What follows belongs to an exercise in optimizing a design on an open flow for small area; a production flow would make more cautious choices.
At most, simulation tests tie the RTL to the original design; equivalence was not proved.
For runs 2 to 4, only the layout was checked, not whether the RTL still works.
Power and IR drop assume default switching activity.

[flow/config.mk]
export PLATFORM = sky130hd
export DESIGN_NAME = cic3_echip65_2x12Row
export DESIGN_NICKNAME = cic3_echip65_2x12Row
export VERILOG_FILES = /design/flow/design.v
export SDC_FILE = /design/flow/constraint.sdc
export NUM_CORES = 8
export LEC_CHECK = 0
export CAP_MARGIN = 20
export CORE_MARGIN = 2
export CORE_UTILIZATION = 40
export SLEW_MARGIN = 20
[flow/design.v]
module cic3_clkdiv
    #(parameter DECIMATION_FACTOR = 256,  
    parameter CLOCK_WIDTH = $clog2(DECIMATION_FACTOR),
    parameter NUMBITS = 3*CLOCK_WIDTH+1)
    (output logic diff_en,  
    output logic out_en,  
    input logic clk,  
    input logic reset_n);  
logic [CLOCK_WIDTH-1:0] clock_counter;
always_comb begin : clock_assign
    diff_en = (clock_counter == {1'b1, {(CLOCK_WIDTH-1){1'b0}}}); 
    out_en = (clock_counter == {CLOCK_WIDTH{1'b0}}); 
end  
always_ff @ (posedge clk or negedge reset_n) begin
    if (!reset_n)
        clock_counter <= 'b0; 
    else 
        clock_counter <= clock_counter + 1'b1;
end  
endmodule
module cic3_echip65_noclk  
    #(parameter DECIMATION_FACTOR = 256,  
    parameter CLOCK_WIDTH = $clog2(DECIMATION_FACTOR),
    parameter NUMBITS = 3*CLOCK_WIDTH+1)
    (output logic [NUMBITS-1:0] out,  
    input logic in,  
    input logic clk,  
    input logic diff_en,  
    input logic out_en,  
    input logic reset_n);  
logic [NUMBITS-1:0] in_coded;  
logic [NUMBITS-1:0] acc1;
logic [NUMBITS-1:0] acc2;
logic [NUMBITS-1:0] acc3;
logic [NUMBITS-1:0] acc3_d;
logic [NUMBITS-1:0] diff1;
logic [NUMBITS-1:0] diff2;
logic [NUMBITS-1:0] diff3;
logic [NUMBITS-1:0] diff1_d;
logic [NUMBITS-1:0] diff2_d;
always_comb begin : coder
    if (in) 
        in_coded = 1;
    else
        in_coded = 0;
end  
always_ff @ (posedge clk or negedge reset_n) begin 
    if (!reset_n) begin 
        acc1 <= 'b0; 
        acc2 <= 'b0; 
        acc3 <= 'b0; 
    end 
    else begin
        acc1 <= acc1 + in_coded; 
        acc2 <= acc2 + acc1; 
        acc3 <= acc3 + acc2;  
    end
end  
always_ff @ (posedge clk or negedge reset_n) begin 
    if(!reset_n) begin
        acc3_d <= 'b0; 
        diff1_d <= 'b0; 
        diff2_d <= 'b0; 
        diff1 <= 'b0; 
        diff2 <= 'b0; 
        diff3 <= 'b0;
    end 
    else if (diff_en) begin 
        diff1 <= acc3 - acc3_d; 
        diff2 <= diff1 - diff1_d; 
        diff3 <= diff2 - diff2_d; 
        acc3_d <= acc3; 
        diff1_d <= diff1; 
        diff2_d <= diff2; 
    end
end  
always_ff @ (posedge clk or negedge reset_n) begin
    if (!reset_n) begin  
        out <= 'b0;
    end
    else if (out_en) begin  
        out <= diff3;
    end
end  
endmodule
module cic3_echip65_2x12Row 
#(
parameter NUM_FILTERS_SUBSECTION = 12,
parameter NUM_SUBSECTIONS = 2
)
( 
output logic [(25-1):0] out0, 
output logic [(25-1):0] out1,
output logic [(25-1):0] out2, 
output logic [(25-1):0] out3,
output logic [(25-1):0] out4, 
output logic [(25-1):0] out5,
output logic [(25-1):0] out6, 
output logic [(25-1):0] out7,
output logic [(25-1):0] out8, 
output logic [(25-1):0] out9,
output logic [(25-1):0] out10, 
output logic [(25-1):0] out11,
output logic [(25-1):0] out12, 
output logic [(25-1):0] out13,
output logic [(25-1):0] out14, 
output logic [(25-1):0] out15,
output logic [(25-1):0] out16, 
output logic [(25-1):0] out17,
output logic [(25-1):0] out18, 
output logic [(25-1):0] out19,
output logic [(25-1):0] out20, 
output logic [(25-1):0] out21,
output logic [(25-1):0] out22, 
output logic [(25-1):0] out23,
input logic [(24-1):0] in,  
input logic clk,  
input logic reset_n  
);
logic [(12-1):0] diff_en;  
logic [(12-1):0] out_en;
logic [(12-1):0] diff_enL;  
logic [(12-1):0] diff_enR;  
logic [(12-1):0] out_enL;
logic [(12-1):0] out_enR;
logic [(NUM_FILTERS_SUBSECTION-1):0] inR;  
logic [(NUM_FILTERS_SUBSECTION-1):0] inL;  
logic [(NUM_FILTERS_SUBSECTION*25-1):0] outR;  
logic [(NUM_FILTERS_SUBSECTION*25-1):0] outL;  
genvar k;
generate
    for (k=0; k<NUM_FILTERS_SUBSECTION; k=k+1) begin : FILTER_INPUTS
        assign inR[k] = in[k];
        assign inL[k] = in[k+NUM_FILTERS_SUBSECTION];
    end
endgenerate
assign out0 = outR[(25*1 -1):25*0];
assign out1 = outR[(25*2 -1):25*1];
assign out2 = outR[(25*3 -1):25*2];
assign out3 = outR[(25*4 -1):25*3];
assign out4 = outR[(25*5 -1):25*4];
assign out5 = outR[(25*6 -1):25*5];
assign out6 = outR[(25*7 -1):25*6];
assign out7 = outR[(25*8 -1):25*7];
assign out8 = outR[(25*9 -1):25*8];
assign out9 = outR[(25*10 -1):25*9];
assign out10 = outR[(25*11 -1):25*10];
assign out11 = outR[(25*12 -1):25*11];
assign out12 = outL[(25*1 -1):25*0];
assign out13 = outL[(25*2 -1):25*1];
assign out14 = outL[(25*3 -1):25*2];
assign out15 = outL[(25*4 -1):25*3];
assign out16 = outL[(25*5 -1):25*4];
assign out17 = outL[(25*6 -1):25*5];
assign out18 = outL[(25*7 -1):25*6];
assign out19 = outL[(25*8 -1):25*7];
assign out20 = outL[(25*9 -1):25*8];
assign out21 = outL[(25*10 -1):25*9];
assign out22 = outL[(25*11 -1):25*10];
assign out23 = outL[(25*12 -1):25*11];
genvar m;
generate
    for (m=0; m<12; m=m+1) begin : DIVIDED_CLKS
        cic3_clkdiv
            cic3_clkdiv (
                .diff_en                (diff_en[m]),
                .out_en                 (out_en[m]),
                .clk                    (clk),  
                .reset_n                (reset_n)
        );
    end
endgenerate
assign diff_enL = {diff_en[11],diff_en[11],diff_en[10],diff_en[10],
                    diff_en[9],diff_en[9],diff_en[8],diff_en[8],
                    diff_en[7],diff_en[7],diff_en[6],diff_en[6]
                    };
assign out_enL = {out_en[11],out_en[11],out_en[10],out_en[10],
                    out_en[9],out_en[9],out_en[8],out_en[8],
                    out_en[7],out_en[7],out_en[6],out_en[6]
                    };
genvar j;
generate
    for (j=0; j<NUM_FILTERS_SUBSECTION; j=j+1) begin : FILTERS_LEFT
        cic3_echip65_noclk
            cic3_echip65_noclk (
                .out                    (outL[(j+1)*25-1:j*25]),  
                .in                     (inL[j]),
                .clk                    (clk),
                .diff_en                (diff_enL[j]),
                .out_en                 (out_enL[j]),
                .reset_n                (reset_n)
            );
    end
endgenerate
assign diff_enR = {diff_en[5],diff_en[5],diff_en[4],diff_en[4],
                    diff_en[3],diff_en[3],diff_en[2],diff_en[2],
                    diff_en[1],diff_en[1],diff_en[0],diff_en[0]
                    };
assign out_enR = {out_en[5],out_en[5],out_en[4],out_en[4],
                    out_en[3],out_en[3],out_en[2],out_en[2],
                    out_en[1],out_en[1],out_en[0],out_en[0]
                    };
genvar i;
generate
    for (i=0; i<NUM_FILTERS_SUBSECTION; i=i+1) begin : FILTERS_RIGHT
        cic3_echip65_noclk
            cic3_echip65_noclk (
                .out                    (outR[(i+1)*25-1:i*25]),  
                .in                     (inR[i]),
                .clk                    (clk),
                .diff_en                (diff_enR[i]),
                .out_en                 (out_enR[i]),
                .reset_n                (reset_n)
            );
    end
endgenerate
endmodule
[flow/run.sh]
#!/bin/bash
# synth_recipe.tcl (not shown) runs the flow's synth.tcl, then flattens the netlist and writes it again
# the make line also repeats each setting of config.mk as NAME=value (left out here)
make -C /OpenROAD-flow-scripts/flow DESIGN_CONFIG=/design/flow/config.mk WORK_HOME=/design/flow/orfs CLKGATE_MAP_FILE= SYNTH_SCRIPT=/design/flow/synth_recipe.tcl finish
[flow/constraint.sdc]
create_clock -name core_clock -period 10.0 [get_ports {clk}]
set_input_delay 2.0000 -clock core_clock [delete_from_list [all_inputs] [get_ports {clk}]]
set_output_delay 2.0000 -clock core_clock [all_outputs]
set_load 0.01 [all_outputs]
==> results of run 1 <==
worst register-to-register path, stage by stage, from the launching register on:
cell,delay (ns)
dfrtp_1,0.43
inv_1,0.11
ha_1,0.17
or4b_2,0.63
nor3_1,0.38
and2_4,0.58
buf_4,0.60
buf_4,0.83
mux2_2,0.46
power by group through the flow:
stage | Combinational (mW) | Sequential (mW) | Clock [mW]
2_1_floorplan | 17.7 | 28.3 | 0
3_3_place_gp | 21.1 | 28.9 | 0
3_5_place_dp | 21.8 | 29.0 | 0
4_1_cts | 22.0 | 28.5 | 27.5
5_1_grt | 25.0 | 28.7 | 28.5
6_report | 21.9 | 28.4 | 26.6
per-stage QoR:
step | cells | util (%) | cell area [sq um] | setup WS [ns] | hold slack, ns
3_5_place_dp | 45802 | 42.36 | 358800 | 5.234 | 0.4585
6_report | 47090 | 45.25 | 383300 | 5.601 | 0.4578
2_1_floorplan | 34681 | - | 340100 | 6.270 | 0.4331
4_1_cts | 47078 | 45.23 | 383200 | 5.365 | 0.4518
5_1_grt | 47084 | 45.25 | 383300 | 5.417 | 0.4830
3_3_place_gp | 45802 | 42.36 | 358800 | 5.222 | 0.4567
layout make-up:
type                    count  area share (%)
diodes                      9        0.005876
clock buffers            1029           5.372
clock inverters           247          0.9833
inverters                2422           2.372
multi-input cells       25307           45.76
flip-flops and latches   6096           39.80
well taps               11220           3.663
repair buffers            760           2.046
cells by family (layout without fill, tap and decap cells):
family | count (synthesis) | in the layout | share of synthesized area, %
mux | 1233 | 1233 | 4.078
simple gates | 8843 | 8843 | 11.85
compound gates | 9012 | 9012 | 15.92
other cells | 0 | 9 | 0
buf+inv | 3278 | 4458 | 3.621
flops | 6096 | 6096 | 44.86
xor+xnor | 3147 | 3147 | 8.105
fa+ha+maj | 3072 | 3072 | 11.57
per-layer routing:
layer	up-vias	part of all wire [%]	GRT usage, %
li1	121976	-	-
met1	114661	48	22.06
met2	2594	47	27.36
met3	1020	2.9	1.729
met4	2	2.2	3.439
met5	-	0.0019	0
worst max path at each step:
stage | endpoint | cells after the start
after global routing | FILTERS_LEFT[0].cic3_echip65_noclk.diff1[4]$_DFFE_PN0N_ | 8
final | out15[14] | 1
after detailed placement | FILTERS_RIGHT[1].cic3_echip65_noclk.acc1[22]$_DFF_PN0_ | 9
after global placement | FILTERS_RIGHT[1].cic3_echip65_noclk.acc1[22]$_DFF_PN0_ | 9
after floorplan | FILTERS_RIGHT[1].cic3_echip65_noclk.acc1[24]$_DFF_PN0_ | 8
after CTS | out15[9] | 1
Yosys cell counts, types with 33 or more instances:
cell / number / area (sq um)
nand3_1: 734 / 3674
ha_1: 2952 / 36940
dfrtp_1: 6096 / 152500
a211o_1: 86 / 753.2
nand4_1: 223 / 1395
a41oi_1: 47 / 411.6
and3_1: 428 / 2678
nor3_1: 536 / 2683
and4_1: 46 / 402.9
xor2_1: 1236 / 10830
o211ai_1: 90 / 675.7
a31oi_1: 176 / 1101
mux2_2: 1219 / 13730
inv_1: 2422 / 9091
o21a_1: 377 / 2830
o2111ai_1: 39 / 341.6
xnor2_1: 1911 / 16740
fa_1: 120 / 2402
o31ai_1: 228 / 1712
a21oi_1: 2013 / 10070
nand2b_1: 489 / 3059
a211oi_1: 151 / 1134
o21bai_1: 304 / 2282
a31o_2: 66 / 578.1
o41ai_1: 60 / 525.5
o31a_1: 53 / 464.2
and2_1: 120 / 750.7
o21ai_0: 3825 / 19140
clkbuf_1: 822 / 3085
a21o_1: 951 / 7139
nor2_1: 1348 / 5060
nor4_1: 33 / 206.5
a221o_1: 65 / 650.6
a2111oi_0: 33 / 289.0
or3_1: 146 / 913.4
a221oi_1: 43 / 376.6
nand2_1: 4145 / 15560
a21boi_0: 73 / 548.0
nor2b_1: 394 / 2465
or2_2: 100 / 625.6
o22ai_1: 33 / 206.5
==> qor.yml, run 1 <==
status:
  status: "timing/DRC/antenna clean"
final_layout:
  register_area_sq_mm: 0.1525
  drive_above_1_share_pct: 7.629
  final_cell_mix: "dfrtp_1, nand2_1, o21ai_0, ha_1, inv_1"
  layout.nets: 38381
  multi_input_area_sq_mm: 0.1754
  syn_to_final_growth_pct: 12.71
  layout_commonest_cell: "dfrtp_1"
  final.fill_count: 79408
die:
  start_util_pct: 40.14
  fp.dieW_um: 926.0
  dieArea_sq_mm: 0.8575
  io_pins: 626
  die_h_um: 926.0
  num_rows: 338
  fp.coreArea_sq_mm: 0.8471
pwr:
  p_seq_share_pct: 37.0
  power_density_mw_per_mm2: 200.8
  clkPwrFrac_pct: 34.6
  p_int_mw: 52.36
  p_switching_mw: 24.58
  ir_drop_v: 0.0001767
  p_total_mw: 76.94
  p_leak_nw: 181.6
  combPwrFrac_pct: 28.5
  swShare_pct: 31.94
critical_path:
  critPathTopFamily: "buffers and inverters"
  crit_required_ns: 8.00
  crit_slowest_cell: "clkdlybuf4s50_1"
  r2r-end: "FILTERS_LEFT[0].cic3_echip65_noclk.diff2[4]$_DFFE_PN0N_"
  path_cells: "clkdlybuf4s50_1"
  max_stage_delay_ns: 0.68
  cp.arrival_ns: 2.40
  path_buf_inv: 1
  crit_path_end_kind: "output port"
  crit_type: "reg -> out"
  crit_start: "FILTERS_LEFT[3].cic3_echip65_noclk.out[14]$_DFFE_PN0N_"
  start_kind: "register"
  reg2reg_depth: 8
  r2r_start: "DIVIDED_CLKS[6].cic3_clkdiv.clock_counter[0]$_DFF_PN0_"
  r2r_setup_slack_ns: 5.75
  crit_path_max_fanout: 2
sta:
  setup_violations: 0
  fmax_ghz: 0.2273
  hold_viol: 0
  setup_tns_ns: 0
  rsz0062_at_grt: "no"
  final.min_clock_period_ns: 4.399
  relSlewSlack_pct: 26.33
  period_share_pct: 43.99
  worstMarginPinSlew_ns: 1.105
  drv_slew: 0
  clock_skew_ns: 0.09793
drt:
  wl_per_cell_um: 14.84
  wirelength_um: 698900
  viasPerCell: 5.102
  drc: 0
  antenna_left: 0
  vias: 240253
  drtPass1Iterations: 5
  drt_iter0_markers: 11785
placement:
  place.gp.congestion: 0.8471
  hpwl_um: 500700
  io_buffers: 625
min_path:
  min_to: "FILTERS_RIGHT[10].cic3_echip65_noclk.diff2_d[23]$_DFFE_PN0N_"
  hp-start: "FILTERS_RIGHT[10].cic3_echip65_noclk.diff2[23]$_DFFE_PN0N_"
  hp-class: "reg -> reg"
  holdPathStages: 2
global_routing:
  track_usage_pct: 16.02
  overflow: 0
  grt_max_degree: 259
  grt_pass1_wl_um: 1201000
  grt_pass1_vias: 241314
  antenna_found_initial: 17
synthesis:
  ys_types: 89
  synth_edf_count: 0
  synth_ff_type: "dfrtp_1"
  syn_inst: 34681
  synth_async_sr_flop_share_pct: 100.0
  ys_seq_area_share_pct: 44.86
  syn_avg_cell_area_sq_um: 9.805
  ys_warn_count: 2
  syn_area_sq_mm: 0.3400
  synth_seq_cells: 6096
clock_network:
  cts-root-buf: "clkbuf_16"
  cts_resized: 0
  cts.sink_count: 6096
  clk_latency_ns: 1.15
  cts_htree_levels: 6
  clk_pin_slew_ns: 0.06
  post_cts_buffers: 0
  holdBufCountCts: 0
  cts_tree: "done"
  cts_buffers: 696
  cts_buffer_depth: 4
job:
  max_cap_viol_count: 0
==> run 2: changes to the inputs <==
==> flow/design.v (replaced) <==
module cic3_clkdiv
    (output logic [15:0] wo,       
     output logic [15:0] wm,       
     output logic [15:0] wn,       
     output logic        bnd,      
     output logic        first,    
     output logic        out_ld,   
     output logic        xfer,     
     output logic        xclr,     
     input  logic        clk,
     input  logic        reset_n);
logic [7:0] p;       
logic       jv;      
always_comb begin
    bnd    = (p == 8'd0);
    first  = (p == 8'd130) & ~jv;
    out_ld = (p == 8'd130) & jv;
    xfer   = (p >= 8'd131) & (p <= 8'd155) & jv;
    xclr   = (p >= 8'd131) & (p <= 8'd155) & ~jv;
end
always_ff @(posedge clk or negedge reset_n) begin
    if (!reset_n) begin
        p  <= 8'd130;
        jv <= 1'b0;
        wo <= 16'd8385;    
        wm <= 16'd49150;   
        wn <= 16'd8001;    
    end else begin
        p  <= p + 8'd1;
        if (p == 8'd129) jv <= 1'b1;
        wo <= (p == 8'd255) ? 16'd0     : wo + {8'd0, p};
        wn <= (p == 8'd255) ? 16'd32896 : wn + {8'd0, p} - 16'd256;
        wm <= (p == 8'd255) ? 16'd32640 : wm - {7'd0, p, 1'b0} + 16'd256;
    end
end
endmodule
module cic3_echip65_noclk
    (output logic [24:0] out,
     input  logic        in,
     input  logic        clk,
     input  logic        reset_n,
     input  logic [15:0] wo,
     input  logic [15:0] wm,
     input  logic [15:0] wn,
     input  logic        bnd,
     input  logic        first,
     input  logic        out_ld,
     input  logic        xfer,
     input  logic        xclr);
localparam int ROT = 16;    
logic [21:0] acc_z;
logic [23:0] acc_y;
logic [24:0] acc_x;
logic [24:0] w3, w2, w1;
function automatic logic [24:0] radd(input logic [24:0] a, input logic [15:0] b);
    logic c;
    logic [24:0] bb;
    bb = {9'd0, b};
    c = 1'b0;
    for (int i = 0; i < 25; i++) begin
        radd[i] = a[i] ^ bb[i] ^ c;
        c = (a[i] & bb[i]) | (c & (a[i] ^ bb[i]));
    end
endfunction
logic [24:0] az_in, ay_in, ax_in;
logic [24:0] az_nx, ay_nx, ax_nx;
always_comb begin
    az_in = (bnd | first) ? 25'd0 : {3'd0, acc_z};
    ay_in = bnd ? {3'd0, acc_z} : (first ? 25'd0 : {1'b0, acc_y});
    ax_in = bnd ? {1'b0, acc_y} : (first ? 25'd0 : acc_x);
    az_nx = radd(az_in, wo & {16{in}});
    ay_nx = radd(ay_in, wm & {16{in}});
    ax_nx = radd(ax_in, wn & {16{in}});
end
always_ff @(posedge clk) begin
    acc_z <= az_nx[21:0];
    acc_y <= ay_nx[23:0];
    acc_x <= ax_nx;
    w3 <= bnd ? acc_x : {w3[23:0], w3[24]};
    w2 <= {w2[23:0], xclr ? 1'b0 : (xfer ? w3[24] : w2[24])};
    w1 <= {w1[23:0], xclr ? 1'b0 : (xfer ? w2[24] : w1[24])};
end
always_ff @(posedge clk or negedge reset_n) begin
    if (!reset_n)
        out <= 25'd0;
    else if (out_ld)
        for (int i = 0; i < 25; i++) out[i] <= w1[(i + ROT) % 25];
end
endmodule
module cic3_echip65_2x12Row
(
output logic [(25-1):0] out0,
output logic [(25-1):0] out1,
output logic [(25-1):0] out2,
output logic [(25-1):0] out3,
output logic [(25-1):0] out4,
output logic [(25-1):0] out5,
output logic [(25-1):0] out6,
output logic [(25-1):0] out7,
output logic [(25-1):0] out8,
output logic [(25-1):0] out9,
output logic [(25-1):0] out10,
output logic [(25-1):0] out11,
output logic [(25-1):0] out12,
output logic [(25-1):0] out13,
output logic [(25-1):0] out14,
output logic [(25-1):0] out15,
output logic [(25-1):0] out16,
output logic [(25-1):0] out17,
output logic [(25-1):0] out18,
output logic [(25-1):0] out19,
output logic [(25-1):0] out20,
output logic [(25-1):0] out21,
output logic [(25-1):0] out22,
output logic [(25-1):0] out23,
input logic [(24-1):0] in,
input logic clk,
input logic reset_n
);
logic [15:0] wo, wm, wn;
logic bnd, first, out_ld, xfer, xclr;
logic [24:0] outs [24];
cic3_clkdiv ctrl (
    .wo(wo), .wm(wm), .wn(wn), .bnd(bnd), .first(first), .out_ld(out_ld),
    .xfer(xfer), .xclr(xclr), .clk(clk), .reset_n(reset_n));
genvar k;
generate
    for (k = 0; k < 24; k++) begin : FILTERS
        cic3_echip65_noclk ch (
            .out(outs[k]), .in(in[k]), .clk(clk), .reset_n(reset_n),
            .wo(wo), .wm(wm), .wn(wn), .bnd(bnd), .first(first),
            .out_ld(out_ld), .xfer(xfer), .xclr(xclr));
    end
endgenerate
assign out0  = outs[0];
assign out1  = outs[1];
assign out2  = outs[2];
assign out3  = outs[3];
assign out4  = outs[4];
assign out5  = outs[5];
assign out6  = outs[6];
assign out7  = outs[7];
assign out8  = outs[8];
assign out9  = outs[9];
assign out10 = outs[10];
assign out11 = outs[11];
assign out12 = outs[12];
assign out13 = outs[13];
assign out14 = outs[14];
assign out15 = outs[15];
assign out16 = outs[16];
assign out17 = outs[17];
assign out18 = outs[18];
assign out19 = outs[19];
assign out20 = outs[20];
assign out21 = outs[21];
assign out22 = outs[22];
assign out23 = outs[23];
endmodule
==> run 2 against run 1 <==
Compared with the run above: clock power fell by 38%; synthesized cell count decreased by 67%; hold slack lost 0.16 ns; global-route usage grew 1.8 points; critical path type is now in -> reg; largest power group unchanged.
==> qor.yml, run 2 <==
clock_network:
  cts-root-buf: "clkbuf_16"
  cts_buffer_depth: 4
  holdBufCountCts: 0
  cts.sink_count: 4160
  cts_tree: "done"
  clk_latency_ns: 0.96
  clk_pin_slew_ns: 0.06
  cts_htree_levels: 5
  cts_buffers: 417
die:
  dieArea_sq_mm: 0.3939
  io_pins: 626
  fp.dieW_um: 627.6
  die_h_um: 627.6
  fp.coreArea_sq_mm: 0.3882
  start_util_pct: 40.07
  num_rows: 229
synthesis:
  synth_top_area_share_pct: 45.09
  synthTopCellsByCount: "dfxtp_1, and2_1, fa_1, a22o_1, mux2_2"
  syn_area_sq_mm: 0.1556
  synth_edf_count: 0
  netlist_top_cells_area: "dfxtp_1, fa_1, dfrtp_1"
  yosysTopAreaCell: "dfxtp_1"
  ys_types: 54
  syn_inst: 11299
  synth_ff_type: "dfxtp_1"
  syn_avg_cell_area_sq_um: 13.77
  ys_warn_count: 4
  ys_seq_area_share_pct: 55.67
  synth_async_sr_flop_share_pct: 15.77
  synth_seq_cells: 4160
  synthMostInstantiatedCell: "dfxtp_1"
critical_path:
  crit_path_max_fanout: 8
  cp.arrival_ns: 10.64
  cp_common_cell: "fa_1"
  max_stage_delay_ns: 0.45
  crit_path_end_kind: "register"
  reg2reg_depth: 30
  crit_required_ns: 10.81
  start_kind: "input port"
  crit_type: "in -> reg"
  crit_slowest_cell: "fa_1"
min_path:
  holdPathStages: 0
  hp-class: "reg -> reg"
final_layout:
  final_cell_mix: "dfxtp_1, and2_1, a22o_1, mux2_2, fa_1"
  final_util_pct: 47.20
  fin_area_sq_mm: 0.1833
  final.fill_count: 33898
  syn_to_final_growth_pct: 17.80
  layout_commonest_cell: "dfxtp_1"
  layout.nets: 13582
  drive_above_1_share_pct: 19.39
sta:
  drv_slew: 0
  period_share_pct: 98.33
  fmax_ghz: 0.1017
  clock_skew_ns: 0.05399
  setup_violations: 0
  final.min_clock_period_ns: 9.833
  setup_tns_ns: 0
  relSlewSlack_pct: 22.27
  hold_viol: 0
  worstMarginPinSlew_ns: 1.166
  finalHoldWorstSlack_ns: 0.2949
global_routing:
  grt_pass1_vias: 90959
  overflow: 0
  antenna_found_initial: 41
  track_usage_pct: 17.82
  grt_pass1_wl_um: 548900
  grt_max_degree: 168
placement:
  io_buffers: 625
  place.gp.congestion: 0.8234
  hpwl_um: 229700
  postPlaceCellArea_sq_mm: 0.1685
status:
  status: "timing/DRC/antenna clean"
drt:
  drc: 0
  viasPerCell: 4.873
  antenna_left: 0
  wl_per_cell_um: 20.15
  wirelength_um: 352100
  drt_iter0_markers: 4525
  vias: 85166
  drtPass1Iterations: 5
pwr:
  p_leak_nw: 79.26
  ir_drop_v: 0.0001773
  power_density_mw_per_mm2: 245.4
job:
  max_cap_viol_count: 0
## run 2: kinds of logic after synthesis
group                    share of synthesized area [%]
flip-flops                                       55.67
AO/OA/AOI/OAI                                    6.749
adder cells (fa/ha/maj)                          18.40
multiplexers                                     8.759
buffers and inverters                            2.567
AND/OR/NAND/NOR                                  7.338
XOR/XNOR                                        0.5236
## run 2: through the flow
step	total power [mW]	std cells	setup slack, ns
global route	47.81	17458	-0.001021
CTS	45.61	17451	0.009345
global placement	28.24	16677	-0.8857
finish	44.97	17477	0.1674
detailed placement	29.02	16677	-0.9022
floorplan	26.81	11299	-0.009458
## run 2: report_power, final
part	total [mW]	switching, mW	leakage (nW)	internal (mW)
Combinational	7.44	3.40	34.3	4.04
Clock	16.4	6.59	7.19	9.81
Sequential	21.1	1.48	37.8	19.6
Total	45.0	11.5	79.3	33.5
## run 2: layout make-up
cell class                 count  area [sq um]  share of cell area [%]
clock buffer                 617         12410                   6.773
multi-input combinational   6179         66000                   36.01
inverter                     265         994.7                  0.5428
clock inverter               157          2190                   1.195
timing repair buffer         881          8469                   4.622
antenna                       21         52.55                 0.02868
tap                         5197          6502                   3.548
sequential                  4160         86640                   47.28
## run 2: final timing paths
check | start | slack, ns | endpoint
setup / recovery | in[22] | 0.17 | FILTERS[22].ch.acc_x[24]$_DFF_P_
hold / removal | FILTERS[20].ch.w2[6]$_DFF_P_ | 0.29 | FILTERS[20].ch.w2[7]$_DFF_P_
setup reg to reg | ctrl.p[1]$_DFF_PN1_ | 0.33 | FILTERS[20].ch.acc_z[21]$_DFF_P_
hold reg to reg | FILTERS[20].ch.w2[6]$_DFF_P_ | 0.29 | FILTERS[20].ch.w2[7]$_DFF_P_
max in group asynchronous | reset_n | 6.64 | FILTERS[9].ch.out[21]$_DFFE_PN0P_
min in group asynchronous | reset_n | 1.15 | FILTERS[12].ch.out[8]$_DFFE_PN0P_
## run 2: what timing repair did
action	CTS	global route
buffers inserted	0	5
setup endpoints to repair	0	106
resized for setup	0	37
## run 2: critical path: cells and delay by family
kind          cells  cell delay (ns)
simple gates      1             0.15
fa+ha+maj        24             7.45
buf+inv           5             0.92
xor+xnor          1             0.12
## run 2: per-layer routing
layer,global-route usage [%],vias to the layer above,wire length [um]
li1,-,39289,-
met1,23.86,43531,158000
met2,29.75,1780,166900
met3,2.902,560,17720
met4,5.022,6,9452
met5,0,-,45
==> run 3: changes to the inputs <==
--- a/flow/design.v
+++ b/flow/design.v
@@ -10,26 +10,26 @@
      input  logic        clk,
      input  logic        reset_n);
-logic [7:0] p;       
+logic [7:0] q;       
 logic       jv;      
 always_comb begin
-    bnd    = (p == 8'd0);
-    first  = (p == 8'd130) & ~jv;
-    out_ld = (p == 8'd130) & jv;
-    xfer   = (p >= 8'd131) & (p <= 8'd155) & jv;
-    xclr   = (p >= 8'd131) & (p <= 8'd155) & ~jv;
+    bnd    = (q == 8'd0);
+    first  = (q == 8'd130) & ~jv;      
+    out_ld = (q == 8'd129) & jv;
+    xfer   = (q >= 8'd130) & (q <= 8'd154) & jv;
+    xclr   = (q >= 8'd130) & (q <= 8'd154) & ~jv;
 end
 always_ff @(posedge clk or negedge reset_n) begin
     if (!reset_n) begin
-        p  <= 8'd130;
+        q  <= 8'd129;
         jv <= 1'b0;
-        wo <= 16'd8385;    
-        wm <= 16'd49150;   
-        wn <= 16'd8001;    
+        wo <= 16'd8256;    
+        wm <= 16'd49152;   
+        wn <= 16'd8128;    
     end else begin
-        p  <= p + 8'd1;
-        if (p == 8'd129) jv <= 1'b1;
-        wo <= (p == 8'd255) ? 16'd0     : wo + {8'd0, p};
-        wn <= (p == 8'd255) ? 16'd32896 : wn + {8'd0, p} - 16'd256;
-        wm <= (p == 8'd255) ? 16'd32640 : wm - {7'd0, p, 1'b0} + 16'd256;
+        q  <= q + 8'd1;
+        if (q == 8'd128) jv <= 1'b1;
+        wo <= (q == 8'd255) ? 16'd0     : wo + {8'd0, q};
+        wn <= (q == 8'd255) ? 16'd32896 : wn + {8'd0, q} - 16'd256;
+        wm <= (q == 8'd255) ? 16'd32640 : wm - {7'd0, q, 1'b0} + 16'd256;
     end
 end
@@ -48,5 +48,6 @@
      input  logic        xfer,
      input  logic        xclr);
-localparam int ROT = 16;    
+localparam int ROT = 15;    
+logic        x;        
 logic [21:0] acc_z;
 logic [23:0] acc_y;
@@ -69,9 +70,10 @@
     ay_in = bnd ? {3'd0, acc_z} : (first ? 25'd0 : {1'b0, acc_y});
     ax_in = bnd ? {1'b0, acc_y} : (first ? 25'd0 : acc_x);
-    az_nx = radd(az_in, wo & {16{in}});
-    ay_nx = radd(ay_in, wm & {16{in}});
-    ax_nx = radd(ax_in, wn & {16{in}});
+    az_nx = radd(az_in, wo & {16{x}});
+    ay_nx = radd(ay_in, wm & {16{x}});
+    ax_nx = radd(ax_in, wn & {16{x}});
 end
 always_ff @(posedge clk) begin
+    x <= in;
     acc_z <= az_nx[21:0];
     acc_y <= ay_nx[23:0];
--- a/flow/config.mk
+++ b/flow/config.mk
@@ -9,3 +9,5 @@
 export CORE_MARGIN = 2
 export CORE_UTILIZATION = 40
+export CTS_BUF_LIST = sky130_fd_sc_hd__clkbuf_4 sky130_fd_sc_hd__clkbuf_8
+export CTS_CLUSTER_SIZE = 40
 export SLEW_MARGIN = 20
==> run 3 against run 2 <==
Compared with the run above: non-clock buffer count fell by 59; still clean; worst setup slack improved by 0.14 ns; sequential share of layout area rose by 0.25 points; critical path type is now reg -> reg; critical path depth rose by 3; highest routed layer unchanged; combinational power fell by 0.5%.
==> qor.yml, run 3 <==
status:
  status: "timing/DRC/antenna clean"
final_layout:
  layout.nets: 13790
  syn_to_final_growth_pct: 17.22
  final_util_pct: 47.12
  drive_above_1_share_pct: 23.29
  final_cell_mix: "dfxtp_1, and2_1, mux2_2, a22o_1, clkbuf_8"
  stdcell_count: 17923
  layout_commonest_cell: "dfxtp_1"
global_routing:
  grt_pass1_vias: 93005
  overflow: 0
  grt_pass1_wl_um: 565200
  grt_max_degree: 177
  track_usage_pct: 18.27
  antenna_found_initial: 51
synthesis:
  synth_async_sr_flop_share_pct: 15.68
  ys_warn_count: 4
  syn_area_sq_mm: 0.1564
  synthTopCellsByCount: "dfxtp_1, and2_1, mux2_2, fa_1, a22o_1"
  ys_seq_area_share_pct: 55.66
  syn_inst: 11285
  synth_seq_cells: 4184
  ys_types: 50
  yosysTopAreaCell: "dfxtp_1"
  syn_avg_cell_area_sq_um: 13.86
  synth_edf_count: 0
  synth_ff_type: "dfxtp_1"
  synthMostInstantiatedCell: "dfxtp_1"
  netlist_top_cells_area: "dfxtp_1, fa_1, dfrtp_1"
  synth_top_area_share_pct: 45.15
clock_network:
  clk_latency_ns: 1.19
  cts-root-buf: "clkbuf_8"
  cts.sink_count: 4184
  cts_tree: "done"
  clk_pin_slew_ns: 0.06
  cts_buffers: 690
  cts_buffer_depth: 4
  cts_htree_levels: 6
drt:
  drtPass1Iterations: 5
  antenna_left: 0
  wl_per_cell_um: 20.26
  drc: 0
  wirelength_um: 363100
  vias: 86661
  drt_iter0_markers: 4713
  viasPerCell: 4.835
critical_path:
  reg2reg_depth: 34
  r2r-end: "FILTERS[0].ch.acc_x[24]$_DFF_P_"
  crit_path_end_kind: "register"
  start_kind: "register"
  crit_path_max_fanout: 15
  crit_slowest_cell: "fa_1"
  max_stage_delay_ns: 0.47
  r2r_start: "ctrl.q[1]$_DFF_PN0_"
  cp.arrival_ns: 10.75
  crit_required_ns: 11.06
  crit_type: "reg -> reg"
  r2r_setup_slack_ns: 0.30
die:
  dieArea_sq_mm: 0.3961
  die_h_um: 629.3
  io_pins: 626
  start_util_pct: 40.20
  num_rows: 229
  fp.dieW_um: 629.3
  fp.coreArea_sq_mm: 0.3891
placement:
  post-place-ws_ns: -0.2009
  place.gp.congestion: 0.8091
  hpwl_um: 229200
  dp_cells: 16612
  io_buffers: 625
min_path:
  hp-start: "FILTERS[7].ch.w2[22]$_DFF_P_"
  min_to: "FILTERS[7].ch.w2[23]$_DFF_P_"
  holdPathStages: 0
  hp-class: "reg -> reg"
sta:
  period_share_pct: 96.95
  hold_viol: 0
  relSlewSlack_pct: 8.465
  clock_skew_ns: 0.09340
  setup_violations: 0
  drv_slew: 0
  final.min_clock_period_ns: 9.695
  worstMarginPinSlew_ns: 1.373
  fmax_ghz: 0.1031
  setup_slack_ns: 0.3049
pwr:
  p_leak_nw: 80.65
  p_total_mw: 44.64
  power_density_mw_per_mm2: 243.5
  ir_drop_v: 0.0001703
job:
  max_cap_viol_count: 0
[run 3: changes by cell type after synthesis, sizes merged, moves of 10 or more]
cell,before,now
nand2,322,312
dfstp,27,13
dfrtp,629,643
buf,332,384
clkbuf,363,304
dfxtp,3504,3528
[run 3: timing repair]
action,4_1_cts,5_1_grt
hold buffers,0,0
cloned,1,0
endpoints found under the setup margin,54,135
resized for setup,49,205
setup buffers,1,3
pin swaps,1,4
[run 3: area by class of cell]
cell class                 count  area (sq um)
antenna                       65         162.7
clock buffer                1118         13770
clock inverter               123          1290
fill                       34422        205800
inverter                     263         987.2
multi-input combinational   6151         65570
sequential                  4184         87150
tap                         5197          6502
timing repair buffer         822          7921
[run 3: worst max-delay path by stage]
stage,from,end,slack [ns]
after global placement,ctrl.q[0]$_DFF_PN1_,FILTERS[17].ch.acc_x[24]$_DFF_P_,-0.10
after detailed placement,ctrl.q[0]$_DFF_PN1_,FILTERS[14].ch.acc_x[24]$_DFF_P_,-0.20
after floorplan,ctrl.q[0]$_DFF_PN1_,FILTERS[18].ch.acc_x[24]$_DFF_P_,0.04
after global routing,ctrl.q[0]$_DFF_PN1_,FILTERS[13].ch.acc_y[22]$_DFF_P_,-0.06
final,ctrl.q[1]$_DFF_PN0_,FILTERS[0].ch.acc_x[24]$_DFF_P_,0.30
after CTS,ctrl.q[5]$_DFF_PN0_,FILTERS[10].ch.acc_x[24]$_DFF_P_,0.001
[run 3: power by group]
group / switching (mW) / internal, mW / leakage, nW
combinational: 3.40 / 4.00 / 34.7
sequential: 1.49 / 19.7 / 37.9
clock: 6.93 / 9.08 / 8.04
total: 11.8 / 32.8 / 80.6
[run 3: kinds of logic after synthesis]
logic type      count (synthesis)  synth area share [%]
xor+xnor                      109                0.6103
compound gates               1242                 6.631
fa+ha+maj                    1652                 18.30
flops                        4184                 55.66
simple gates                 1945                 7.217
buf+inv                       951                 2.933
mux                          1202                 8.652
[run 3: per-layer routing]
layer | part of all wire (%) | routed length, um | global-route usage, % | vias to the layer above
li1 | - | - | - | 39781
met1 | 44 | 160500 | 24.37 | 44175
met2 | 48 | 173000 | 30.20 | 2061
met3 | 5.1 | 18520 | 2.942 | 638
met4 | 3.0 | 10980 | 6.189 | 6
met5 | 0.011 | 41 | 0 | -
[run 3: worst max-delay path, delay by kind of cell, from the launching register on]
family,cells,cell delay (ns)
XOR/XNOR,1,0.12
flip-flops,1,0.35
buffers and inverters,6,0.72
adder cells (fa/ha/maj),24,7.81
AO/OA/AOI/OAI,2,0.32
AND/OR/NAND/NOR,1,0.27
[run 3: metrics by stage]
| stage | TNS (ns) | hold WS [ns] | instance area (sq um) |
|---|---|---|---|
| floorplan | 0 | 0.3096 | 156600 |
| global placement | -0.5122 | 0.3099 | 167400 |
| detailed placement | -2.360 | 0.3121 | 167400 |
| CTS | 0 | 0.2969 | 182600 |
| global route | -0.7365 | 0.3053 | 183200 |
| finish | 0 | 0.3017 | 183400 |
==> run 4: changes to the inputs <==
--- a/flow/config.mk
+++ b/flow/config.mk
@@ -9,5 +9,3 @@
 export CORE_MARGIN = 2
 export CORE_UTILIZATION = 40
-export CTS_BUF_LIST = sky130_fd_sc_hd__clkbuf_4 sky130_fd_sc_hd__clkbuf_8
-export CTS_CLUSTER_SIZE = 40
 export SLEW_MARGIN = 20
==> run 4 against run 3 <==
Compared with the run above: fmax up 0.17%; hold slack got worse by 0.019 ns; clock power increased by 4%; total power grew 1.2%; synthesized cell count is the same; first-iteration DRC count up 4.6%; critical path depth decreased by 1; design area is 0.15% lower; worst setup slack better by 0.016 ns; still clean; sequential cell count stayed put; largest cell class unchanged; critical endpoint unchanged.
==> qor.yml, run 4 <==
sta:
  relSlewSlack_pct: 16.45
  setup_tns_ns: 0
  hold_viol: 0
  drv_slew: 0
  fmax_ghz: 0.1033
  period_share_pct: 96.79
  final.min_clock_period_ns: 9.679
  clock_skew_ns: 0.06518
  worstMarginPinSlew_ns: 1.253
  setup_violations: 0
  setup_slack_ns: 0.3213
min_path:
  holdPathStages: 0
  hp-class: "reg -> reg"
pwr:
  p_leak_nw: 79.93
  ir_drop_v: 0.0001524
  power_density_mw_per_mm2: 246.7
clock_network:
  cts_buffer_depth: 4
  clk_latency_ns: 0.97
  cts_buffers: 433
  cts_htree_levels: 5
  cts.sink_count: 4184
  holdBufCountCts: 0
  clk_pin_slew_ns: 0.06
  cts-root-buf: "clkbuf_16"
  cts_tree: "done"
final_layout:
  multi_input_area_sq_mm: 0.06551
  final.fill_count: 34222
  final_cell_mix: "dfxtp_1, and2_1, mux2_2, a22o_1, fa_1"
  syn_to_final_growth_pct: 17.05
  layout_commonest_cell: "dfxtp_1"
  register_area_sq_mm: 0.08715
  fin_area_sq_mm: 0.1831
  drive_above_1_share_pct: 19.48
  layout.nets: 13531
synthesis:
  ys_types: 50
  netlist_top_cells_area: "dfxtp_1, fa_1, dfrtp_1"
  ys_seq_area_share_pct: 55.66
  ys_warn_count: 4
  synth_seq_cells: 4184
  synth_top_area_share_pct: 45.15
  synth_ff_type: "dfxtp_1"
  synthMostInstantiatedCell: "dfxtp_1"
  syn_avg_cell_area_sq_um: 13.86
  syn_area_sq_mm: 0.1564
  syn_inst: 11285
  synth_async_sr_flop_share_pct: 15.68
  synthTopCellsByCount: "dfxtp_1, and2_1, mux2_2, fa_1, a22o_1"
  yosysTopAreaCell: "dfxtp_1"
  synth_edf_count: 0
global_routing:
  track_usage_pct: 18.11
  met3_usage_pct: 2.821
  busiest_layer: "met2"
  grt_pass1_vias: 90529
  met2_usage_pct: 30.18
  antenna_found_initial: 51
  grt_pass1_wl_um: 559000
  use_met1_pct: 24.39
  grt_max_degree: 177
  overflow: 0
drt:
  antenna_left: 0
  drc: 0
  viasPerCell: 4.872
  vias: 85250
  drtPass1Iterations: 5
  wirelength_um: 358900
  drt_iter0_markers: 4932
  wl_per_cell_um: 20.51
placement:
  io_buffers: 625
  place.gp.congestion: 0.8091
  postPlaceCellArea_sq_mm: 0.1674
  post-place-ws_ns: -0.2009
  hpwl_um: 229200
job:
  max_cap_viol_count: 0
die:
  start_util_pct: 40.20
  dieArea_sq_mm: 0.3961
  fp.dieW_um: 629.3
  die_h_um: 629.3
  num_rows: 229
  fp.coreArea_sq_mm: 0.3891
  io_pins: 626
critical_path:
  crit_required_ns: 10.81
  reg2reg_depth: 33
  crit_path_end_kind: "register"
  crit_type: "reg -> reg"
  start_kind: "register"
  max_stage_delay_ns: 0.47
  crit_path_max_fanout: 15
  cp.arrival_ns: 10.49
  cp_common_cell: "ha_1"
  crit_slowest_cell: "fa_1"
status:
  status: "timing/DRC/antenna clean"
==> run 4: cell counts after synthesis <==
No cell type changed its count.
==> run 4: final timing paths <==
kind                                                  start                            endpoint  slack, ns
min in group asynchronous                           reset_n  FILTERS[14].ch.out[21]$_DFFE_PN0P_       1.10
worst max register to register          ctrl.q[1]$_DFF_PN0_     FILTERS[0].ch.acc_x[24]$_DFF_P_       0.32
worst max-delay path                    ctrl.q[1]$_DFF_PN0_     FILTERS[0].ch.acc_x[24]$_DFF_P_       0.32
worst min-delay path            FILTERS[0].ch.w2[6]$_DFF_P_         FILTERS[0].ch.w2[7]$_DFF_P_       0.28
max in group asynchronous                           reset_n   FILTERS[7].ch.out[12]$_DFFE_PN0P_       6.80
worst min register to register  FILTERS[0].ch.w2[6]$_DFF_P_         FILTERS[0].ch.w2[7]$_DFF_P_       0.28
==> run 4: metrics by stage <==
stage                     power [mW]  cells  hold slack, ns  utilization (%)
after global placement         28.20  16612          0.3099            43.03
after floorplan                26.74  11285          0.3096                -
after global routing           48.02  17419          0.3004            47.00
after CTS                      45.67  17410          0.2901            46.86
after detailed placement       28.92  16612          0.3121            43.03
final                          45.16  17497          0.2828            47.05
==> run 4: kinds of logic (layout without fill, tap and decap cells) <==
kind of cell / Yosys count / in the layout / share of synthesized area [%]
flip-flops: 4184 / 4184 / 55.66
other: 0 / 86 / 0
buffers and inverters: 951 / 1879 / 2.933
adder cells (fa/ha/maj): 1652 / 1652 / 18.30
AO/OA/AOI/OAI: 1242 / 1242 / 6.631
XOR/XNOR: 109 / 109 / 0.6103
multiplexers: 1202 / 1202 / 8.652
AND/OR/NAND/NOR: 1945 / 1946 / 7.217
==> run 4: repair_timing <==
item / CTS / global route
endpoints found under the setup margin: 37 / 135
pin swaps: 1 / 4
buffers inserted: 1 / 1
gates resized for setup: 28 / 200
gates cloned: 1 / 0
==> run 4: final cells by class <==
| cell class | instances | area share, % |
|---|---|---|
| Multi-Input combinational cell | 6151 | 35.78 |
| Tap cell | 5197 | 3.552 |
| Timing Repair Buffer | 820 | 4.323 |
| Clock inverter | 151 | 1.048 |
| Sequential cell | 4184 | 47.60 |
| Inverter | 263 | 0.5392 |
| Antenna cell | 86 | 0.1175 |
| Clock buffer | 645 | 7.038 |
==> run 4: worst max-delay path, delay by kind of cell, from the launching register on <==
| family | cells | cell delay [ns] |
|---|---|---|
| fa+ha+maj | 25 | 7.98 |
| xor+xnor | 1 | 0.12 |
| flops | 1 | 0.38 |
| buf+inv | 4 | 0.40 |
| compound gates | 2 | 0.36 |
| simple gates | 1 | 0.30 |
==> run 4: routing by layer <==
metal,share of wire [%],routed length (um),vias to the layer above
met3,5.1,18300,504
met2,48,172800,1933
met4,2.4,8540,6
li1,-,-,39169
met1,44,159100,43638
met5,0.011,38,-
==> run 4: power breakdown <==
group	total (mW)	switching (mW)	internal [mW]
clock	16.6	6.72	9.84
combinational	7.38	3.39	3.99
sequential	21.2	1.49	19.7
total	45.2	11.6	33.6
==> run 5: changes to the inputs <==
--- a/flow/design.v
+++ b/flow/design.v
@@ -12,10 +12,9 @@
 logic [7:0] q;       
 logic       jv;      
+logic [7:0] qn;
+logic       jvn;
 always_comb begin
-    bnd    = (q == 8'd0);
-    first  = (q == 8'd130) & ~jv;      
-    out_ld = (q == 8'd129) & jv;
-    xfer   = (q >= 8'd130) & (q <= 8'd154) & jv;
-    xclr   = (q >= 8'd130) & (q <= 8'd154) & ~jv;
+    qn  = q + 8'd1;
+    jvn = jv | (q == 8'd128);
 end
 always_ff @(posedge clk or negedge reset_n) begin
@@ -23,10 +22,20 @@
         q  <= 8'd129;
         jv <= 1'b0;
+        bnd    <= 1'b0;
+        first  <= 1'b0;
+        out_ld <= 1'b0;
+        xfer   <= 1'b0;
+        xclr   <= 1'b0;
         wo <= 16'd8256;    
         wm <= 16'd49152;   
         wn <= 16'd8128;    
     end else begin
-        q  <= q + 8'd1;
-        if (q == 8'd128) jv <= 1'b1;
+        q  <= qn;
+        jv <= jvn;
+        bnd    <= (qn == 8'd0);
+        first  <= (qn == 8'd130) & ~jvn;      
+        out_ld <= (qn == 8'd129) & jvn;
+        xfer   <= (qn >= 8'd130) & (qn <= 8'd154) & jvn;
+        xclr   <= (qn >= 8'd130) & (qn <= 8'd154) & ~jvn;
         wo <= (q == 8'd255) ? 16'd0     : wo + {8'd0, q};
         wn <= (q == 8'd255) ? 16'd32896 : wn + {8'd0, q} - 16'd256;
@@ -49,35 +58,51 @@
      input  logic        xclr);
 localparam int ROT = 15;    
-logic        x;        
-logic [21:0] acc_z;
-logic [23:0] acc_y;
-logic [24:0] acc_x;
+logic        x;                         
+logic [15:0] lo_z, lo_y, lo_x;          
+logic [5:0]  hi_z;                      
+logic [7:0]  hi_y;
+logic [8:0]  hi_x;
+logic        c_z, c_y, c_x;             
 logic [24:0] w3, w2, w1;
-function automatic logic [24:0] radd(input logic [24:0] a, input logic [15:0] b);
+function automatic logic [16:0] radd16(input logic [15:0] a, input logic [15:0] b);
     logic c;
-    logic [24:0] bb;
-    bb = {9'd0, b};
     c = 1'b0;
-    for (int i = 0; i < 25; i++) begin
-        radd[i] = a[i] ^ bb[i] ^ c;
-        c = (a[i] & bb[i]) | (c & (a[i] ^ bb[i]));
+    for (int i = 0; i < 16; i++) begin
+        radd16[i] = a[i] ^ b[i] ^ c;
+        c = (a[i] & b[i]) | (c & (a[i] ^ b[i]));
+    end
+    radd16[16] = c;
+endfunction
+function automatic logic [8:0] rinc9(input logic [8:0] a, input logic ci);
+    logic c;
+    c = ci;
+    for (int i = 0; i < 9; i++) begin
+        rinc9[i] = a[i] ^ c;
+        c = a[i] & c;
     end
 endfunction
-logic [24:0] az_in, ay_in, ax_in;
-logic [24:0] az_nx, ay_nx, ax_nx;
+logic [15:0] lz_in, ly_in, lx_in;
+logic [16:0] lz_nx, ly_nx, lx_nx;
+logic [8:0]  hz_inc, hy_inc, hx_inc;
 always_comb begin
-    az_in = (bnd | first) ? 25'd0 : {3'd0, acc_z};
-    ay_in = bnd ? {3'd0, acc_z} : (first ? 25'd0 : {1'b0, acc_y});
-    ax_in = bnd ? {1'b0, acc_y} : (first ? 25'd0 : acc_x);
-    az_nx = radd(az_in, wo & {16{x}});
-    ay_nx = radd(ay_in, wm & {16{x}});
-    ax_nx = radd(ax_in, wn & {16{x}});
+    hz_inc = rinc9({3'd0, hi_z}, c_z);
+    hy_inc = rinc9({1'b0, hi_y}, c_y);
+    hx_inc = rinc9(hi_x, c_x);
+    lz_in = (bnd | first) ? 16'd0 : lo_z;
+    ly_in = bnd ? lo_z : (first ? 16'd0 : lo_y);
+    lx_in = bnd ? lo_y : (first ? 16'd0 : lo_x);
+    lz_nx = radd16(lz_in, wo & {16{x}});
+    ly_nx = radd16(ly_in, wm & {16{x}});
+    lx_nx = radd16(lx_in, wn & {16{x}});
 end
 always_ff @(posedge clk) begin
     x <= in;
-    acc_z <= az_nx[21:0];
-    acc_y <= ay_nx[23:0];
-    acc_x <= ax_nx;
-    w3 <= bnd ? acc_x : {w3[23:0], w3[24]};
+    {c_z, lo_z} <= lz_nx;
+    {c_y, lo_y} <= ly_nx;
+    {c_x, lo_x} <= lx_nx;
+    hi_z <= (bnd | first) ? 6'd0 : hz_inc[5:0];
+    hi_y <= bnd ? {2'd0, hz_inc[5:0]} : (first ? 8'd0 : hy_inc[7:0]);
+    hi_x <= bnd ? {1'b0, hy_inc[7:0]} : (first ? 9'd0 : hx_inc);
+    w3 <= bnd ? {hx_inc, lo_x} : {w3[23:0], w3[24]};
     w2 <= {w2[23:0], xclr ? 1'b0 : (xfer ? w3[24] : w2[24])};
     w1 <= {w1[23:0], xclr ? 1'b0 : (xfer ? w2[24] : w1[24])};
==> run 5 against run 4 <==
Compared with the run above: still clean on timing, DRC and antenna; sequential share of layout area grew 0.24 points; synthesized cell count grew 5.7%; hold slack gained 0.022 ns; sequential cell count grew 77; total power grew 2.7%; first-iteration DRC count shrank 4.1%; clock power is essentially flat; worst setup slack gained 1.3 ns; critical path type unchanged; critical endpoint is now FILTERS[18].ch.lo_x[15]$_DFF_P_; highest routed layer unchanged.
==> qor.yml, run 5 <==
synthesis:
  syn_inst: 11929
  synth_top_area_share_pct: 45.41
  ys_types: 57
  synth_edf_count: 0
  synthMostInstantiatedCell: "dfxtp_1"
  yosysTopAreaCell: "dfxtp_1"
  synth_async_sr_flop_share_pct: 15.51
  netlist_top_cells_area: "dfxtp_1, fa_1, dfrtp_1"
  synth_ff_type: "dfxtp_1"
  ys_seq_area_share_pct: 55.84
  synth_seq_cells: 4261
  syn_area_sq_mm: 0.1587
  ys_warn_count: 4
  synthTopCellsByCount: "dfxtp_1, and2_1, mux2_2, fa_1, a22o_1"
  syn_avg_cell_area_sq_um: 13.30
drt:
  drc: 0
  vias: 86485
  antenna_left: 0
  drt_iter0_markers: 4730
  wirelength_um: 354500
  viasPerCell: 4.785
  met2_length_um: 170000
  drtPass1Iterations: 5
  top_layer_used: "met5"
  wirelength_met1_um: 159300
  wl_met3_um: 17240
  wl_per_cell_um: 19.61
pwr:
  p_int_mw: 34.19
  ir_drop_v: 0.0001595
  clkPwrFrac_pct: 36.1
  p_leak_nw: 84.91
  p_seq_share_pct: 47.0
  combPwrFrac_pct: 16.9
  power_density_mw_per_mm2: 250.2
  swShare_pct: 26.32
  p_switching_mw: 12.21
  p_total_mw: 46.40
critical_path:
  cp.depth: 26
  critPathTopFamily: "adder cells"
  cp.arrival_ns: 9.24
  crit_required_ns: 10.86
  crit_start: "ctrl.bnd$_DFF_PN0_"
  reg2reg_depth: 26
  critPathCapture: "FILTERS[18].ch.lo_x[15]$_DFF_P_"
  r2r_setup_slack_ns: 1.62
  cp_common_cell: "fa_1"
  max_stage_delay_ns: 0.81
  r2r_start: "ctrl.bnd$_DFF_PN0_"
  crit_path_max_fanout: 65
  crit_slowest_cell: "dfrtp_4"
  crit_type: "reg -> reg"
  path_buf_inv: 8
  r2r-end: "FILTERS[18].ch.lo_x[15]$_DFF_P_"
  crit_path_end_kind: "register"
  start_kind: "register"
clock_network:
  cts_buffers: 429
  cts_htree_levels: 5
  cts_buffer_depth: 4
  cts-root-buf: "clkbuf_16"
  cts_resized: 0
  clk_pin_slew_ns: 0.06
  cts_tree: "done"
  cts.sink_count: 4261
  holdBufCountCts: 0
  post_cts_buffers: 0
  clk_latency_ns: 0.97
status:
  status: "timing/DRC/antenna clean"
sta:
  final.min_clock_period_ns: 8.380
  clock_skew_ns: 0.05514
  relSlewSlack_pct: 11.12
  period_share_pct: 83.80
  setup_violations: 0
  worstMarginPinSlew_ns: 1.333
  rsz0062_at_grt: "no"
  setup_tns_ns: 0
  fmax_ghz: 0.1193
  drv_slew: 0
  hold_viol: 0
placement:
  io_buffers: 625
  place.gp.congestion: 0.7707
  hpwl_um: 224000
final_layout:
  syn_to_final_growth_pct: 16.83
  layout.nets: 14156
  final_cell_mix: "dfxtp_1, and2_1, mux2_2, fa_1, a22o_1"
  final_util_pct: 46.90
  drive_above_1_share_pct: 16.31
  layout_commonest_cell: "dfxtp_1"
die:
  io_pins: 626
  fp.dieW_um: 633.9
  die_h_um: 633.9
  start_util_pct: 40.14
  fp.coreArea_sq_mm: 0.3954
  num_rows: 231
  dieArea_sq_mm: 0.4018
global_routing:
  grt_pass1_vias: 89093
  grt_pass1_wl_um: 551200
  antenna_found_initial: 41
  overflow: 0
  grt_max_degree: 219
  track_usage_pct: 17.65
min_path:
  hp-class: "reg -> reg"
job:
  max_cap_viol_count: 0
[run 5: power by group through the flow]
| stage | clock, mW | combinational [mW] | sequential, mW |
|---|---|---|---|
| floorplan | 0 | 6.37 | 21.5 |
| global placement | 0 | 7.63 | 22.1 |
| detailed placement | 0 | 7.97 | 22.1 |
| CTS | 17.2 | 8.07 | 21.8 |
| global route | 17.9 | 9.48 | 22.1 |
| finish | 16.7 | 7.85 | 21.8 |
[run 5: how the worst min path moves through the flow]
stage / start / end / slack, ns / cells past startpoint
CTS: FILTERS[8].ch.w2[15]$_DFF_P_ / FILTERS[8].ch.w2[16]$_DFF_P_ / 0.32 / 0
floorplan: FILTERS[0].ch.w2[9]$_DFF_P_ / FILTERS[0].ch.w2[10]$_DFF_P_ / 0.31 / 0
detailed placement: FILTERS[11].ch.w2[10]$_DFF_P_ / FILTERS[11].ch.w2[11]$_DFF_P_ / 0.31 / 0
global route: FILTERS[7].ch.w2[18]$_DFF_P_ / FILTERS[7].ch.w2[19]$_DFF_P_ / 0.31 / 0
global placement: FILTERS[17].ch.w2[5]$_DFF_P_ / FILTERS[17].ch.w2[6]$_DFF_P_ / 0.31 / 0
finish: FILTERS[7].ch.w2[18]$_DFF_P_ / FILTERS[7].ch.w2[19]$_DFF_P_ / 0.30 / 0
[run 5: final cells by class]
cell class,instances,area (sq um)
Inverter,820,3078
Clock inverter,148,1952
Tap cell,5242,6559
Timing Repair Buffer,767,7565
Clock buffer,656,13130
Sequential cell,4261,88710
Multi-Input combinational cell,6175,64410
Fill cell,35262,210000
Antenna cell,7,17.52
[run 5: per-layer routing]
| layer | track usage [%] | vias to the layer above |
|---|---|---|
| met5 | 0 | - |
| met4 | 4.116 | 2 |
| met3 | 2.864 | 461 |
| met2 | 29.82 | 1662 |
| met1 | 23.68 | 43887 |
| li1 | - | 40473 |
[run 5: per-stage QoR]
| stage | worst slack [ns] | hold slack, ns | instance area (sq um) | cells |
|---|---|---|---|---|
| after floorplan | 2.492 | 0.3096 | 158800 | 11952 |
| after global placement | 1.740 | 0.3097 | 170300 | 17265 |
| after detailed placement | 1.689 | 0.3121 | 170300 | 17265 |
| final | 1.620 | 0.3045 | 185400 | 18076 |
| after global routing | 1.134 | 0.3136 | 185400 | 18072 |
| after CTS | 1.592 | 0.3168 | 185400 | 18069 |
[run 5: cells by family (layout without fill, tap and decap cells)]
logic type               Yosys count  count (layout)  synth area share [%]
flip-flops                      4261            4261                 55.84
AND/OR/NAND/NOR                 1931            1931                 6.617
adder cells (fa/ha/maj)         1676            1676                 18.34
buffers and inverters           1516            2391                 3.638
multiplexers                    1225            1225                 8.653
AO/OA/AOI/OAI                   1209            1209                 6.308
XOR/XNOR                         110             110                0.6070
other                              1              31              0.002363
[run 5: worst reg2reg max path: stages, from the launching register on]
cell	delay [ns]
dfrtp_4	0.81
nor2_4	0.34
buf_12	0.28
buf_12	0.29
a22o_1	0.27
ha_1	0.18
inv_1	0.08
fa_1	0.21
fa_1	0.22
fa_1	0.18
inv_1	0.06
fa_1	0.45
fa_1	0.46
fa_1	0.46
fa_1	0.46
fa_1	0.46
fa_1	0.46
fa_1	0.47
fa_1	0.46
fa_1	0.42
inv_1	0.08
fa_1	0.17
inv_1	0.05
fa_1	0.42
inv_1	0.09
fa_1	0.39
inv_1	0.06
==> run 6: changes to the inputs <==
--- a/flow/config.mk
+++ b/flow/config.mk
@@ -8,4 +8,4 @@
 export CAP_MARGIN = 20
 export CORE_MARGIN = 2
-export CORE_UTILIZATION = 40
+export CORE_UTILIZATION = 65
 export SLEW_MARGIN = 20
==> run 6 against run 5 <==
Compared with the run above: still clean on timing, DRC and antenna; area after synthesis did not move; synthesized cell count unchanged; utilization rose by 28 points; critical path type unchanged; largest power group unchanged.
==> qor.yml, run 6 <==
clock_network:
  cts_htree_levels: 5
  cts_tree: "done"
  cts_resized: 0
  clk_latency_ns: 1.03
  post_cts_buffers: 0
  cts_buffers: 421
  cts.sink_count: 4261
  holdBufCountCts: 0
  clk_pin_slew_ns: 0.06
  cts_buffer_depth: 4
  cts-root-buf: "clkbuf_16"
pwr:
  p_leak_nw: 84.38
  p_int_mw: 34.01
  power_density_mw_per_mm2: 253.8
  p_seq_share_pct: 47.3
  swShare_pct: 26.34
  clkPwrFrac_pct: 35.0
  p_total_mw: 46.17
  ir_drop_v: 0.0002479
  p_switching_mw: 12.16
  combPwrFrac_pct: 17.8
critical_path:
  max_stage_delay_ns: 1.08
  r2r_start: "ctrl.bnd$_DFF_PN0_"
  critPathTopFamily: "adder cells"
  r2r_setup_slack_ns: 1.61
  reg2reg_depth: 24
  crit_type: "reg -> reg"
  crit_required_ns: 10.90
  crit_path_max_fanout: 83
  r2r-end: "FILTERS[17].ch.lo_x[15]$_DFF_P_"
  path_cells: "nor2_4 -> buf_12 -> buf_4 -> a22oi_1 -> fa_1 -> fa_1 -> fa_1 -> inv_1 -> fa_1 -> fa_1 -> fa_1 -> fa_1 -> fa_1 -> fa_1 -> fa_1 -> fa_1 -> fa_1 -> inv_1 -> fa_1 -> inv_1 -> fa_1 -> inv_1 -> fa_1 -> inv_1"
  crit_path_end_kind: "register"
  crit_slowest_cell: "dfrtp_4"
  cp_common_cell: "fa_1"
  cp.arrival_ns: 9.29
  path_buf_inv: 7
  start_kind: "register"
  crit_start: "ctrl.bnd$_DFF_PN0_"
synthesis:
  synth_seq_cells: 4261
  synthMostInstantiatedCell: "dfxtp_1"
  ys_seq_area_share_pct: 55.84
  synth_ff_type: "dfxtp_1"
  synthTopCellsByCount: "dfxtp_1, and2_1, mux2_2, fa_1, a22o_1"
  ys_warn_count: 4
  ys_types: 57
  synth_top_area_share_pct: 45.41
  synth_async_sr_flop_share_pct: 15.51
  netlist_top_cells_area: "dfxtp_1, fa_1, dfrtp_1"
  synth_edf_count: 0
  syn_area_sq_mm: 0.1587
  syn_inst: 11929
  syn_avg_cell_area_sq_um: 13.30
  yosysTopAreaCell: "dfxtp_1"
placement:
  place.gp.congestion: 0.8242
  dp_cells: 15209
  io_buffers: 625
  hpwl_um: 221700
sta:
  relSlewSlack_pct: 20.96
  rsz0062_at_grt: "no"
  setup_violations: 0
  final.min_clock_period_ns: 8.387
  finalHoldWorstSlack_ns: 0.2832
  period_share_pct: 83.87
  setup_tns_ns: 0
  drv_slew: 0
  hold_viol: 0
  fmax_ghz: 0.1192
  worstMarginPinSlew_ns: 1.186
  clock_skew_ns: 0.1021
min_path:
  hp-class: "reg -> reg"
  holdPathStages: 0
  min_to: "FILTERS[14].ch.w2[8]$_DFF_P_"
  hp-start: "FILTERS[14].ch.w2[7]$_DFF_P_"
drt:
  drtPass1Iterations: 6
  drc: 0
  drt_iter0_markers: 5260
  wl_per_cell_um: 21.68
  wirelength_um: 346400
  vias: 88176
  antenna_left: 0
  viasPerCell: 5.521
global_routing:
  grt_pass1_vias: 93329
  track_usage_pct: 28.27
  antenna_found_initial: 25
  overflow: 0
  grt_pass1_wl_um: 548400
  grt_max_degree: 189
final_layout:
  drive_above_1_share_pct: 16.03
  stdcell_count: 15972
  final.fill_count: 15739
  final_util_pct: 74.86
  layout.nets: 14134
  syn_to_final_growth_pct: 14.61
  layout_commonest_cell: "dfxtp_1"
  final_cell_mix: "dfxtp_1, and2_1, mux2_2, fa_1, a22o_1"
die:
  start_util_pct: 65.31
  fp.dieW_um: 498.1
  die_h_um: 498.1
  io_pins: 626
  num_rows: 181
  fp.coreArea_sq_mm: 0.2430
  dieArea_sq_mm: 0.2481
status:
  status: "timing/DRC/antenna clean"
job:
  max_cap_viol_count: 0
==> run 6: power by group through the flow <==
stage | Sequential (mW) | Combinational, mW | Clock, mW
3_3_place_gp | 22.0 | 7.54 | 0
6_report | 21.8 | 8.20 | 16.1
4_1_cts | 21.8 | 8.39 | 16.4
5_1_grt | 22.1 | 9.75 | 17.0
3_5_place_dp | 22.1 | 8.23 | 0
2_1_floorplan | 21.5 | 6.37 | 0
==> run 6: final cells by class <==
type	count	area (sq um)	area share [%]
clock buffer	607	12440	6.836
inverter	820	3078	1.692
antenna	11	27.53	0.01513
clock inverter	143	1856	1.020
multi-input combinational	6175	64410	35.41
timing repair buffer	753	7405	4.071
sequential	4261	88690	48.76
tap	3202	4006	2.202
==> run 6: how the worst max path moves through the flow <==
stage,end,slack (ns),cells past startpoint
after CTS,FILTERS[17].ch.lo_x[15]$_DFF_P_,1.58,24
after global routing,FILTERS[17].ch.lo_x[15]$_DFF_P_,1.23,24
final,FILTERS[17].ch.lo_x[15]$_DFF_P_,1.61,24
after global placement,FILTERS[17].ch.lo_x[15]$_DFF_P_,1.71,24
after floorplan,FILTERS[10].ch.lo_x[15]$_DFF_P_,2.49,27
after detailed placement,FILTERS[17].ch.lo_x[15]$_DFF_P_,1.60,24
==> run 6: layer usage <==
metal	wire, um	GRT usage [%]
met4	11910	9.619
met1	149400	38.33
met3	17610	4.457
met2	167400	46.58
met5	0	0
==> run 6: worst reg2reg max path, delay by kind of cell (launching register included) <==
kind | cells | cell delay, ns
AOI/OAI and AO/OA | 1 | 0.28
and+or+nand+nor | 1 | 0.15
DFF | 1 | 1.08
adders and majority gates | 15 | 5.76
buffers and inverters | 7 | 1.07
==> run 6: kinds of logic after synthesis <==
group / Yosys count / synth area share [%]
xor+xnor: 110 / 0.6070
flops: 4261 / 55.84
compound gates: 1209 / 6.308
other cells: 1 / 0.002363
buf+inv: 1516 / 3.638
simple gates: 1931 / 6.617
mux: 1225 / 8.653
fa+ha+maj: 1676 / 18.34
==> run 6: through the flow <==
stage	instance area (sq um)	worst slack (ns)
floorplan	158800	2.492
global placement	167500	1.712
detailed placement	167500	1.599
CTS	181800	1.581
global route	181900	1.229
finish	181900	1.613

-- re-timing with driven ports --
The flow's constraints put no driver on any port. The routed layouts listed below were extracted and timed again, unchanged, in two steps.
Step 1 (the two cells are an assumption about what drives the block):
set clk [get_ports {clk}]
set_driving_cell -lib_cell sky130_fd_sc_hd__clkbuf_16 $clk
set_driving_cell -lib_cell sky130_fd_sc_hd__buf_2 [delete_from_list [all_inputs] $clk]
Step 2, shift: input delay + t, output delay - t, t = (earliest + latest rising clock arrival at the registers) / 2. This alone moves slack from input paths to output paths.
Slacks: ideal / step 1 / step 2; pairs: ideal / step 1.
run	t (ns)	setup slack, ns	latest minus earliest clock arrival (ns)
run 1	1.237	5.601 / 5.455 / 5.204	0.122 / 0.122
run 2	1.033	0.167 / 0.239 / -0.794	0.069 / 0.070
run 3	1.232	0.305 / 0.305 / 0.305	0.110 / 0.111
run 4	1.038	0.321 / 0.321 / 0.321	0.072 / 0.073
run 5	1.058	1.620 / 1.620 / 1.620	0.059 / 0.059
run 6	1.071	1.613 / 1.613 / 1.613	0.115 / 0.115
With both steps, setup timing fails in run 2, where it was met with ideal ports. For run 2, which loses most, drivers alone change the setup slack by +0.072 ns; drivers and shift together by -0.961 ns.
